Context: an optimization exercise on an open-source flow, tuned for small area and few clock cycles. The choices shown serve that exercise and are no tape-out recipe.
Function was not checked in any run shown here: the RTL went through the layout flow alone.
Power is estimated from default activity; no workload was simulated.

File: design/flow/flow/run.sh
#!/bin/bash
# Layout flow: the standard ORFS flow (standard.sh), with two changes:
# the ports are buffered with buf_2 instead of the slower clkdlybuf4s50_1,
# and clock tree synthesis adds no dummy loads.
set -euo pipefail
export BUFFER_PORTS_ARGS="-buffer_cell sky130_fd_sc_hd__buf_2"
export CTS_ARGS="-sink_clustering_enable -repair_clock_nets -dont_use_dummy_load"
bash standard.sh finish > make_finish.log 2>&1
File: design/flow/standard.sh
#!/bin/bash
# synth_recipe.tcl (not shown) runs the flow's synth.tcl, then flattens the netlist and writes it again
# the make line also repeats each setting of config.mk as NAME=value (left out here)
make -C /OpenROAD-flow-scripts/flow DESIGN_CONFIG=/design/flow/config.mk WORK_HOME=/design/flow/orfs CLKGATE_MAP_FILE= SYNTH_SCRIPT=/design/flow/synth_recipe.tcl "${@:-finish}"
File: design/flow/config.mk
export PLATFORM = sky130hd
export DESIGN_NAME = riscv
export DESIGN_NICKNAME = riscv
export VERILOG_FILES = /design/flow/design.v
export SDC_FILE = /design/flow/constraint.sdc
export NUM_CORES = 4
export LEC_CHECK = 0
export CAP_MARGIN = 20
export CORE_MARGIN = 2
export CORE_UTILIZATION = 40
export SLEW_MARGIN = 20
export SYNTH_HIERARCHICAL = 1
export SYNTH_MINIMUM_KEEP_SIZE = 0
File: design/flow/constraint.sdc
create_clock -name core_clock -period 10.0 [get_ports {clk}]
set_input_delay 2.0000 -clock core_clock [delete_from_list [all_inputs] [get_ports {clk}]]
set_output_delay 2.0000 -clock core_clock [all_outputs]
set_load 0.01 [all_outputs]
File: design/flow/design.v
module alu(input  logic [31:0] a, b,
           input  logic [2:0]  f3,
           input  logic        sub,      
           input  logic        arith,    
           input  logic        addonly,  
           output logic [31:0] sum,      
           output logic        eq, lt, ltu,
           output logic [31:0] y);
    logic [32:0] s33;
    logic [31:0] bx, shin, shr, shl;
    logic        fill;
    assign bx  = b ^ {32{sub}};
    assign s33 = {1'b0, a} + {1'b0, bx} + {32'd0, sub};
    assign sum = s33[31:0];
    assign eq  = (sum == 32'd0);
    assign ltu = ~s33[32];
    assign lt  = (a[31] ^ b[31]) ? a[31] : sum[31];
    always_comb
        for (int i = 0; i < 32; i++) shin[i] = f3[2] ? a[i] : a[31-i];
    assign fill = arith & a[31];
    assign shr  = 32'($signed({fill, shin}) >>> b[4:0]);
    always_comb
        for (int i = 0; i < 32; i++) shl[i] = shr[31-i];
    always_comb
        if (addonly) y = sum;
        else
            case (f3)
                3'b000:  y = sum;
                3'b001:  y = shl;
                3'b010:  y = {31'd0, lt};
                3'b011:  y = {31'd0, ltu};
                3'b100:  y = a ^ b;
                3'b101:  y = shr;
                3'b110:  y = a | b;
                default: y = a & b;
            endcase
endmodule
module rf_read_bit(input  logic [30:0] d,
                   input  logic [30:0] sel,
                   output logic        y);
    assign y = |(d & sel);
endmodule
module register_file(input  logic        clk,
                     input  logic        we,
                     input  logic [4:0]  ra1, ra2, wa,
                     input  logic [31:0] wd,
                     output logic [31:0] rd1, rd2);
    logic [31:0] rf [1:31];
    always_ff @(posedge clk)
        if (we && wa != 5'd0) rf[wa] <= wd;
    logic [30:0] sel1, sel2;
    always_comb
        for (int i = 1; i < 32; i++) begin
            sel1[i-1] = (ra1 == 5'(i));
            sel2[i-1] = (ra2 == 5'(i));
        end
    for (genvar b = 0; b < 32; b++) begin : g_bit
        logic [30:0] col;
        for (genvar i = 1; i < 32; i++) begin : g_col
            assign col[i-1] = rf[i][b];
        end
        rf_read_bit p1 (.d(col), .sel(sel1), .y(rd1[b]));
        rf_read_bit p2 (.d(col), .sel(sel2), .y(rd2[b]));
    end
endmodule
module riscv (  input   logic                       clk, reset,
                input   logic [31:0]          mem_i_rd,
                input   logic [31:0]       mem_d_rd,
                output  logic                       mem_d_we,
                output  logic [3:0]      mem_d_wmask,
                output  logic [31:0]       mem_d_a,
                output  logic [31:0]       mem_d_wd,
                output  logic [31:0]     mem_i_ra);
    logic [31:2] pc;
    logic [31:0] ins;
    assign mem_i_ra = {pc, 2'b00};
    assign ins = mem_i_rd;
    logic [4:0] opc;
    logic [2:0] f3;
    logic is_lui, is_auipc, is_jal, is_jalr, is_br, is_load, is_store, is_opimm, is_op;
    assign opc = ins[6:2];
    assign f3  = ins[14:12];
    assign is_lui   = (opc == 5'b01101);
    assign is_auipc = (opc == 5'b00101);
    assign is_jal   = (opc == 5'b11011);
    assign is_jalr  = (opc == 5'b11001);
    assign is_br    = (opc == 5'b11000);
    assign is_load  = (opc == 5'b00000);
    assign is_store = (opc == 5'b01000);
    assign is_opimm = (opc == 5'b00100);
    assign is_op    = (opc == 5'b01100);
    logic [31:0] imm_i, imm_s, imm_b, imm_u, imm_j;
    assign imm_i = {{20{ins[31]}}, ins[31:20]};
    assign imm_s = {{20{ins[31]}}, ins[31:25], ins[11:7]};
    assign imm_b = {{19{ins[31]}}, ins[31], ins[7], ins[30:25], ins[11:8], 1'b0};
    assign imm_u = {ins[31:12], 12'd0};
    assign imm_j = {{11{ins[31]}}, ins[31], ins[19:12], ins[20], ins[30:21], 1'b0};
    logic        rf_we;
    logic [31:0] rs1v, rs2v, wdata;
    assign rf_we = is_lui | is_auipc | is_jal | is_jalr | is_load | is_opimm | is_op;
    register_file rf (.clk(clk), .we(rf_we),
                      .ra1(ins[19:15]), .ra2(ins[24:20]), .wa(ins[11:7]),
                      .wd(wdata), .rd1(rs1v), .rd2(rs2v));
    logic [31:0] alu_b, sum, alu_y;
    logic        sub, eq, lt, ltu;
    assign alu_b = (is_op | is_br) ? rs2v : (is_store ? imm_s : imm_i);
    assign sub   = is_br | ((is_op | is_opimm) & (f3[2:1] == 2'b01))
                 | (is_op & ins[30] & (f3 == 3'b000));
    alu alu (.a(rs1v), .b(alu_b), .f3(f3), .sub(sub),
             .arith(ins[30]), .addonly(~(is_op | is_opimm)),
             .sum(sum), .eq(eq), .lt(lt), .ltu(ltu), .y(alu_y));
    logic cond, taken;
    always_comb
        case (f3[2:1])
            2'b00:   cond = eq;
            2'b10:   cond = lt;
            default: cond = ltu;
        endcase
    assign taken = is_jal | is_jalr | (is_br & (cond ^ f3[0]));
    logic [31:0] tgt, pc_imm;
    assign pc_imm = is_br ? imm_b : (is_jal ? imm_j : imm_u);
    assign tgt    = (is_lui ? 32'd0 : {pc, 2'b00}) + pc_imm;
    logic [31:2] pc4;
    assign pc4 = pc + 30'd1;
    assign mem_d_a  = sum;
    assign mem_d_we = is_store;
    always_comb begin
        case (f3[1:0])
            2'b00:   mem_d_wmask = 4'b0001 << sum[1:0];
            2'b01:   mem_d_wmask = sum[1] ? 4'b1100 : 4'b0011;
            default: mem_d_wmask = 4'b1111;
        endcase
        case (f3[1:0])
            2'b00:   mem_d_wd = {4{rs2v[7:0]}};
            2'b01:   mem_d_wd = {2{rs2v[15:0]}};
            default: mem_d_wd = rs2v;
        endcase
    end
    logic [15:0] rd16;
    logic [7:0]  rd8;
    logic [31:0] ld;
    assign rd16 = sum[1] ? mem_d_rd[31:16] : mem_d_rd[15:0];
    assign rd8  = sum[0] ? rd16[15:8] : rd16[7:0];
    always_comb
        case (f3[1:0])
            2'b00:   ld = {{24{rd8[7] & ~f3[2]}}, rd8};
            2'b01:   ld = {{16{rd16[15] & ~f3[2]}}, rd16};
            default: ld = mem_d_rd;
        endcase
    always_comb
        if (is_load)                wdata = ld;
        else if (is_jal | is_jalr)  wdata = {pc4, 2'b00};
        else if (is_lui | is_auipc) wdata = tgt;
        else                        wdata = alu_y;
    always_ff @(posedge clk or posedge reset)
        if (reset)
            pc <= 30'h80;    
        else if (taken)
            pc <= is_jalr ? sum[31:2] : tgt[31:2];
        else
            pc <= pc4;
endmodule
==> results of run 1 <==
## per-stage QoR
step | utilization [%] | total power [mW] | area, um2 | worst slack (ns)
after global placement | 45.7 | 9.61 | 60200 | 0.122
final | 47.7 | 13.0 | 62900 | 0.0904
after floorplan | - | 7.59 | 53200 | 0.315
after CTS | 47.7 | 12.9 | 62900 | 0.0659
after detailed placement | 45.7 | 9.64 | 60200 | 0.0840
after global routing | 47.7 | 13.4 | 62900 | 0.0101
## layer usage
layer	share of wire, %	track usage, %
met3	12	7.25
met2	44	49.4
met4	7.8	21.4
met1	37	42.4
met5	0.023	0
## kinds of logic after synthesis
kind of cell               count (synthesis)  share of synthesized area [%]
adders and majority gates                127                           3.01
and+or+nand+nor                         1061                           10.0
muxes                                    115                           3.22
buffers and inverters                    260                           1.88
DFF                                     1022                           57.4
xor gates and xnor gates                 118                           1.96
other                                      1                        0.00705
AOI/OAI and AO/OA                       1597                           22.5
## power by group
group / internal, mW / total, mW / switching, mW / leakage [nW]
registers: 5.39 / 5.51 / 0.124 / 9.28
logic: 1.32 / 4.17 / 2.85 / 11.4
clock network: 1.84 / 3.35 / 1.51 / 1.31
total: 8.55 / 13.0 / 4.48 / 22.0
## worst max-delay path, delay by kind of cell
family / cells / cell delay, ns
AND/OR/NAND/NOR: 7 / 2.36
AO/OA/AOI/OAI: 6 / 1.39
buffers and inverters: 5 / 1.04
XOR/XNOR: 2 / 0.75
adder cells (fa/ha/maj): 1 / 0.33
## placed cells by master, fill, tap and decap left out, types with 35 or more instances in the layout
master	count
a22o_1	70
a21oi_1	184
o21ai_0	134
edfxtp_1	992
mux4_2	41
nand4_1	143
nor2_1	141
a222oi_1	72
ha_1	125
inv_1	114
a221oi_2	64
buf_4	417
a22oi_1	788
nand2_1	264
xor2_1	67
nand3_1	172
mux2i_1	43
a21o_1	65
clkbuf_16	106
and2_1	35
xnor2_1	49
or4_1	66
buf_2	160
nor2_4	76
## final timing paths
check	startpoint	end	cells after the start
worst max-delay path	mem_i_rd[22]	mem_d_a[29]	21
worst min-delay path	pc[2]$_DFF_PP0_	pc[2]$_DFF_PP0_	1
worst max register to register	rf.rf[14][2]$_DFFE_PP_	pc[30]$_DFF_PP0_	27
worst min register to register	pc[2]$_DFF_PP0_	pc[2]$_DFF_PP0_	1
max in group asynchronous	reset	pc[6]$_DFF_PP0_	3
min in group asynchronous	reset	pc[7]$_DFF_PP0_	3
## modules after synthesis (local to each module, per instance)
module,copies in the design,flops+latches
riscv,1,30
register_file,1,992
rf_read_bit,64,0
alu,1,0
## registers in the layout, summed over array words and instances, names as in the netlist
name and count:
rf.rf 992, pc 30
## cell type report
cell class / instances / share of cell area, %
antenna: 7 / 0.0278
clock buffer: 106 / 4.22
inverter: 117 / 0.698
multi-input combinational: 3021 / 35.9
sequential: 1022 / 48.5
tap: 1755 / 3.49
timing repair buffer: 606 / 7.17
==> summary.txt, run 1 <==
Critical path
The delay of the slowest cell on the worst path is about 0.84 ns. The largest fanout of any net on the critical path is 15. The worst setup slack for register-to-register paths is between 2 and 3 ns. The capturing element type of the critical path is an output pin.

The slowest stage of the critical path is the or4_1 cell. STA classifies the critical path startpoint as an input port. The library cell appearing most often on the critical path is buf_4. The arrival time of the worst setup path is 7.91 ns.

The start-to-end type of the worst setup path is in2out. The worst endpoint required time is roughly 8.0 ns. The signal on the critical path passes through buf_2 > buf_4 > nand3b_1 > nor2_4 > buf_4 > a22o_1 > a221oi_2 > nand3_1 > or4_1 > a21o_1 > xor2_1 > ha_1 > a21oi_1 > o21ai_0 > buf_4 > or3_1 > o221a_2 > nor4_1 > nor2_1 > xor2_1 > buf_2.

CTS
After clock tree synthesis, the clock-pin slew on the worst setup and hold paths is 0.06 ns. In this run the post-CTS setup repair buffer count came out at 0. The TritonCTS clock tree is yes. The CTS sink count is between 1000 and 1500. The number of resized instances in the post-cts repair step is 0. The H-tree generated during clock tree synthesis spans 3 levels. The number of buffers added by the clock tree synthesis step is roughly 110. The cell sitting at the root of the clock tree is a clkbuf_16. In this run the deepest clock path goes through 3 buffers.

The quantity of hold-fixing buffers added after cts is 0. The insertion delay to the later sink of the worst-skew pair is 0.76 ns.

Power and ir drop
The leakage power summed over all cells is approximately 22 nW. The largest vdd supply drop is ~0.15 mV. In this run the power density over the cells is around 210 mW/mm2.

Timing
The max-slew violation total from the final report came to 0. Across the routed clock network, the largest skew measured is 0.124 ns. Setup repair after global routing left no endpoint under its margin.

Across all hold checks on the routed design, the worst slack comes to around 0.6 ns. Setup violations remaining at the end of the flow were counted as 0. The final critical path takes up between 90 and 100% of the cycle. For the pin with the worst max-slew slack, the measured transition is about 1.2 ns. The normalized max-slew margin is approximately 19%.

The final hold violation count came to 0. The time the final worst path needs with I/O delays and setup is between 9 and 10 ns. The total negative slack for setup checks is 0 ns.

For this run, the top clock speed supported by timing is roughly 100 MHz.

Yosys
The synthesis-stage register bit count is between 1000 and 1500. The cell type with the largest total area after synthesis is edfxtp_1. The top-area cell type share of the netlist area is a little under three fifths. For this run, asynchronously set or reset flops after synthesis account for 2.94%. The synthesized netlist occupies a cell area of roughly 0.053 mm2. The main flop type after synthesis is edfxtp_1. The leading cell type by number of instances after synthesis is edfxtp_1. After synthesis, flip-flops and latches occupy between 50% and 60% of the total area. Yosys mapped the design onto a little under 90 distinct sky130hd cell types.

Ranked by instance count, the synthesized netlist is headed by 992 x edfxtp_1, 788 x a22oi_1, 264 x nand2_1. The per-instance average area after synthesis is around 12 um2. The synthesized design contains 992 enable-type register cells. The Yosys step of the flow raised 9 warnings. Sorting the synthesized cells by area gives the leading types as edfxtp_1 56%, a22oi_1 11%, ha_1 2.9%. The synthesized instance count is 4301.

Final layout
The multi-input combinational cells in the finished layout cover a total of between 0.02 and 0.025 mm2. The fill cell instance count of the final layout is about 12000. The layout net count is about 5000. The post-route non-filler standard cell count is about 6600. The sequential cells in the finished layout cover a total of just over 0.03 mm2. The post-route netlist has a little over a fifth of its cells at a drive strength greater than 1. The area growth from synthesis to layout is 18.2%.

Global routing
The via count of the first global-routing pass is ~43000. The largest net degree at the start of global routing is 56. The overflow left after global routing is 0. The first global-routing pass estimated between 300 and 400 mm of wire.

The number of antenna violations at the first check in global routing is 6. Global routing used between 30% and 40% of the available tracks across all layers.

Status
The flow ran to the end and the layout has no timing, DRC or antenna violations.

Floorplanning
The die covers 0.136 mm2. The floorplan has between 100 and 150 rows. The total I/O pin count is approximately 170.

After floorplanning, the core was sized to cover roughly 0.13 mm2. The die is between 300 and 400 um wide. The die is roughly 370 um tall. The initial cell density of the core is between 40% and 50%.

Drt
The pre-antenna-repair detailed-routing pass consisted of 9 iterations. In this run, the number of DRC markers left after iteration 0 of detailed routing was about 7100. The count of nets left with antenna violations after detail routing is 0. The total detailed-routing wirelength is approximately 230 mm. The via count is approximately 45000. In the routed design, unresolved DRC markers number 0.

In the final routed layout, each cell accounts on average for 34.6 um. The via density per instance is ~6.8.

Placement
Routability-driven placement finished with a final weighted congestion of roughly 1.1. The number of I/O port buffers is ~160. The HPWL after detailed placement is between 150 and 200 mm. Counting tap cells, the placed design contains a total of 6520 instances.

Run
The total of max-cap violations is 0.

Hold path
The path class of the tightest hold or removal check is reg2reg.
==> inputs of run 2 (changes only) <==
==> design/flow/run.sh (new file) <==
#!/bin/bash
# synth_recipe.tcl (not shown) runs the flow's synth.tcl, then flattens the netlist and writes it again
# the make line also repeats each setting of config.mk as NAME=value (left out here)
make -C /OpenROAD-flow-scripts/flow DESIGN_CONFIG=/design/flow/config.mk WORK_HOME=/design/flow/orfs CLKGATE_MAP_FILE= SYNTH_SCRIPT=/design/flow/synth_recipe.tcl finish
--- a/design/flow/config.mk
+++ b/design/flow/config.mk
@@ -8,6 +8,9 @@
 export CAP_MARGIN = 20
 export CORE_MARGIN = 2
 export CORE_UTILIZATION = 40
+export CTS_BUF_LIST = sky130_fd_sc_hd__clkbuf_8
+export GPL_TIMING_DRIVEN = 0
+export SETUP_SLACK_MARGIN = 0.2
 export SLEW_MARGIN = 20
 export SYNTH_HIERARCHICAL = 1
 export SYNTH_MINIMUM_KEEP_SIZE = 0
removed: design/flow/flow/run.sh
removed: design/flow/standard.sh
==> run 2 against run 1 <==
Against the previous run:
- largest power group unchanged
- sequential cell count is the same
- critical endpoint is now mem_d_a[19]
- cell area grew 5.5%
- largest cell class unchanged
- now fails the layout checks on setup timing
- power grew 5.3%
==> summary.txt, run 2 <==
Power and ir drop
IR analysis of the VDD net gives a maximum drop of about 0.17 mV. The analysis attributes to cell leakage a power of roughly 23 nW. Dividing total power by cell area gives a power density of ~210 mW/mm2.

Critical path
Of all nets on the critical path, the largest fanout is 19. The worst setup path is captured at an output pin. STA puts the critical path data required time at approximately 8.0 ns. The worst setup path is launched from an input port. The number of cells on the worst reg-to-reg path is 41.

At the worst endpoint, the arrival time is between 8 and 9 ns. The critical path in this run is classified as in2out.

Yosys
The per-instance average area after synthesis is about 12 um2. The share of cell area taken by muxes after synthesis is 3.22%. The post-synthesis share of cell area spent on xor and xnor gates is approximately 2%. Summing the areas of all fa, ha and maj instances in the mapped netlist gives roughly 3% of the synthesized area. The synthesized netlist devotes a little under a quarter of its cell area to compound gates.

Of the total synthesized cell area, the portion taken by AND, OR, NAND and NOR gates is about a tenth. The cell area after technology mapping is around 0.053 mm2. The synthesized instance count is approximately 4300. The synthesis-stage register bit count is roughly 1000.

The combinational family with the most area after synthesis is compound AO/OA/AOI/OAI gates. Yosys printed 9 warnings. Of all cell types, the one taking the most synthesized area is edfxtp_1.

In the post-synthesis netlist, the biggest area contributors are edfxtp_1 56%, a22oi_1 11%, ha_1 2.9%. edfxtp_1 is the most common cell in the netlist. The number of enable-type register cells in the synthesized netlist is between 900 and 1000. Counting instances in the post-synthesis netlist gives the leading cell types as 992 x edfxtp_1, 788 x a22oi_1, 264 x nand2_1.

Counting distinct cell types in the post-synthesis netlist gives between 80 and 90. The share of async-settable or async-resettable flops after synthesis is under 10%. Of the post-synthesis cell area, the dominant cell type holds about 56%. In the synthesized netlist the dominant register cell turns out to be edfxtp_1. For this run, the register share of the synthesized area comes to 57.4%.

Status
The flow ran to the end, but the layout failed its checks. The checks that failed were setup timing.

Timing
For this run, the top clock speed supported by timing is 99.9 MHz. Dividing the final minimum period by the clock period gives 100%. The actual slew at the worst max-slew pin is 1.23 ns.

The time the final worst path needs with I/O delays and setup is 10.01 ns. The max-slew violation total from the final report was 0. The setup skew after layout is about 0.068 ns. Across all hold checks on the routed design, the worst slack comes to 0.604 ns. The minimum setup slack in the final design is -0.0125 ns. Setup repair after global routing could not meet its margin everywhere.

In this run the tightest slew margin relative to its limit is 17.9%. The final-report setup violation count is 1. The final hold violation count came to 0.

Drt
In this run, the number of DRC markers left after iteration 0 of detailed routing was between 8000 and 9000. The via density per instance is about 7.0. The count of nets left with antenna violations once routing finished came out at 0. The number of search-and-repair iterations in the first detailed-routing pass is 10. The total detailed-routing wirelength is between 200 and 250 mm.

The total DRC errors in the routed layout is 0. In the final routed layout, each cell accounts on average for between 30 and 40 um. The routed layout has 47400 vias.

Global routing
The total routing resource utilization after global routing is 35.0%. The met3 track demand over resource in global routing is between 10% and 20%. The peak-usage layer in the global routing report is met2.

Summed over all layers, the global routing overflow is 0. The number of antenna violations at the first check in global routing is 11. Entering global routing, the biggest net connects 32 pins.

Global routing consumed, on the met2 layer, approximately 51% of the routing resources. The met1 usage in global routing is between 40 and 50%. The via count of the first global-routing pass is approximately 45000.

The wire length of the first global-routing pass is 337 mm.

Final layout
The area growth from synthesis to layout is 24.8%. More flip-flops sit in one register than any other, and that register is rf.rf. For this run, the post-layout net count is between 5000 and 6000. The fraction of layout instances using a drive strength above 1 is between 15 and 20%.

Leaving out fill and tap cells, the most frequent cell in the layout is edfxtp_1. The largest registers in the layout are rf.rf: 992 flops, pc: 30 flops. The flip-flop count of the largest register, all copies and words added is approximately 990. In the layout the commonest cells are 992 x edfxtp_1, 788 x a22oi_1, 262 x nand2_1.

Hold path
Counting instances, the worst hold path has a depth of 1. The path category of the worst min-delay check is reg2reg.

Floorplanning
The cell row count is 133. The floorplan step defined a core boundary enclosing around 0.13 mm2. From left edge to right edge, the die measures about 370 um. The die area is 0.136 mm2. The total I/O pin count is approximately 170. The vertical die dimension is ~370 um. The initial cell density of the core is slightly above 40%.

Placement
At the end of routability-driven placement, the weighted congestion stood at ~1.1. The number of I/O port buffers is around 160. OpenSTA, run right after detailed placement, puts the worst setup slack at -3.11 ns.

After legalization and detailed placement, the total HPWL measured between 150 and 200 mm.

CTS
The tree built by TritonCTS fans out to 1022 sinks. The clock transition at the registers of the reported paths is about 0.06 ns. In this run, CTS created clock tree buffers numbering around 170. The quantity of hold-fixing buffers added after cts is 0. In this run the deepest clock path goes through 3 buffers.

The insertion delay to the later sink of the worst-skew pair is about 0.9 ns. In this run the clock root is driven by a clkbuf_8. TritonCTS built the clock tree. The clock tree synthesis step divided the H-tree into 4 levels.

Run
The total of max-cap violations is 0.
[run 2: cell counts after synthesis]
No cell type changed its count.
[run 2: final timing paths]
| kind | from | to | slack, ns |
|---|---|---|---|
| max in group asynchronous | reset | pc[31]$_DFF_PP0_ | 7.95 |
| hold reg to reg | pc[2]$_DFF_PP0_ | pc[2]$_DFF_PP0_ | 0.60 |
| hold / removal | pc[2]$_DFF_PP0_ | pc[2]$_DFF_PP0_ | 0.60 |
| min in group asynchronous | reset | pc[23]$_DFF_PP0_ | 1.54 |
| setup / recovery | mem_i_rd[15] | mem_d_a[19] | -0.01 |
| setup reg to reg | rf.rf[5][2]$_DFFE_PP_ | pc[31]$_DFF_PP0_ | 1.92 |
[run 2: cell families (layout without fill, tap and decap cells)]
family | Yosys count | after routing
mux | 115 | 115
flops | 1022 | 1022
simple gates | 1061 | 1061
xor+xnor | 118 | 118
fa+ha+maj | 127 | 127
buf+inv | 260 | 973
compound gates | 1597 | 1597
other cells | 1 | 20
[run 2: area by class of cell]
type,instances,area (um2)
antenna,18,45.0
buffer,140,653
clock buffer,170,2340
clock inverter,124,744
fill,11400,65400
inverter,117,439
multi-input combinational,3020,23300
sequential,1022,30500
tap,1755,2200
timing repair buffer,422,6160
[run 2: stage by stage]
step	setup TNS (ns)	utilization, %	total power, mW	std cells	instance area, um2
2_1_floorplan	0	-	7.59	4302	53200
3_3_place_gp	-5422.75	43.3	9.46	6216	57000
3_5_place_dp	-1425.84	46.7	9.89	6355	61600
4_1_cts	0	50.2	13.5	6759	66100
5_1_grt	-0.0102	50.4	14.1	6771	66400
6_report	-0.0125	50.4	13.7	6788	66400
[run 2: layer usage]
layer  wire [um]  up-vias
li1            -    19100
met3       33000      920
met5         183        -
met4       21300        8
met1       86700    23400
met2      104000     3946
[run 2: power breakdown]
group | internal, mW | total (mW) | switching [mW]
Sequential | 5.38 | 5.52 | 0.133
Combinational | 1.63 | 4.70 | 3.07
Clock | 1.73 | 3.50 | 1.78
[run 2: modules after synthesis (local to each module, per instance)]
| module | copies in the design | cell area [um2] | cells inside | flops+latches |
|---|---|---|---|---|
| register_file | 1 | 30400 | 1130 | 992 |
| alu | 1 | 7010 | 1009 | 0 |
| riscv | 1 | 5930 | 882 | 30 |
| rf_read_bit | 64 | 154 | 20 | 0 |
[run 2: what timing repair did]
item / 4_1_cts / 5_1_grt
pin swaps: 57 / 15
setup endpoints to repair: 1057 / 57
hold endpoints to repair: 0 / 0
buffers inserted: 112 / 10
resized for setup: 158 / 49
[run 2: worst max-delay path: stages]
cell,delay (ns)
clkdlybuf4s50_1,0.84
nand3b_1,0.33
nor2_4,0.20
buf_16,0.23
a222oi_1,0.38
nand3_1,0.26
or4_4,0.75
ha_1,0.51
o21ai_0,0.19
a2111oi_0,0.51
o21ai_1,0.21
a211o_1,0.32
o211ai_1,0.12
a21oi_1,0.14
xnor2_2,0.35
clkdlybuf4s50_1,0.61

==> what the ideal ports hide <==
The flow's constraints put no driver on any port. The routed layouts listed below were extracted and timed again, unchanged, in two steps.
Step 1, drivers: a clkbuf_16 drives clk and a buf_2 each remaining input, both assumed.
Step 2 moves the port delays by t, midway between the first and last clock arrival at a register: inputs arrive t later, outputs are due t later. That takes back most of the time a late clock gives input paths.
Slacks: ideal / step 1 / step 2; pairs: ideal / step 1.
run	t (ns)	setup slack, ns	hold slack, ns	clock arrival spread, ns	worst slew at a driven data input, ns
run 1	0.774	0.090 / 0.063 / 0.063	0.618 / 0.618 / 0.618	0.124 / 0.123	0.09
run 2	0.954	-0.013 / -0.046 / -0.628	0.604 / 0.604 / 0.604	0.068 / 0.068	0.08
For run 2, which loses most, drivers alone change the setup slack by -0.033 ns; drivers and shift together by -0.615 ns.
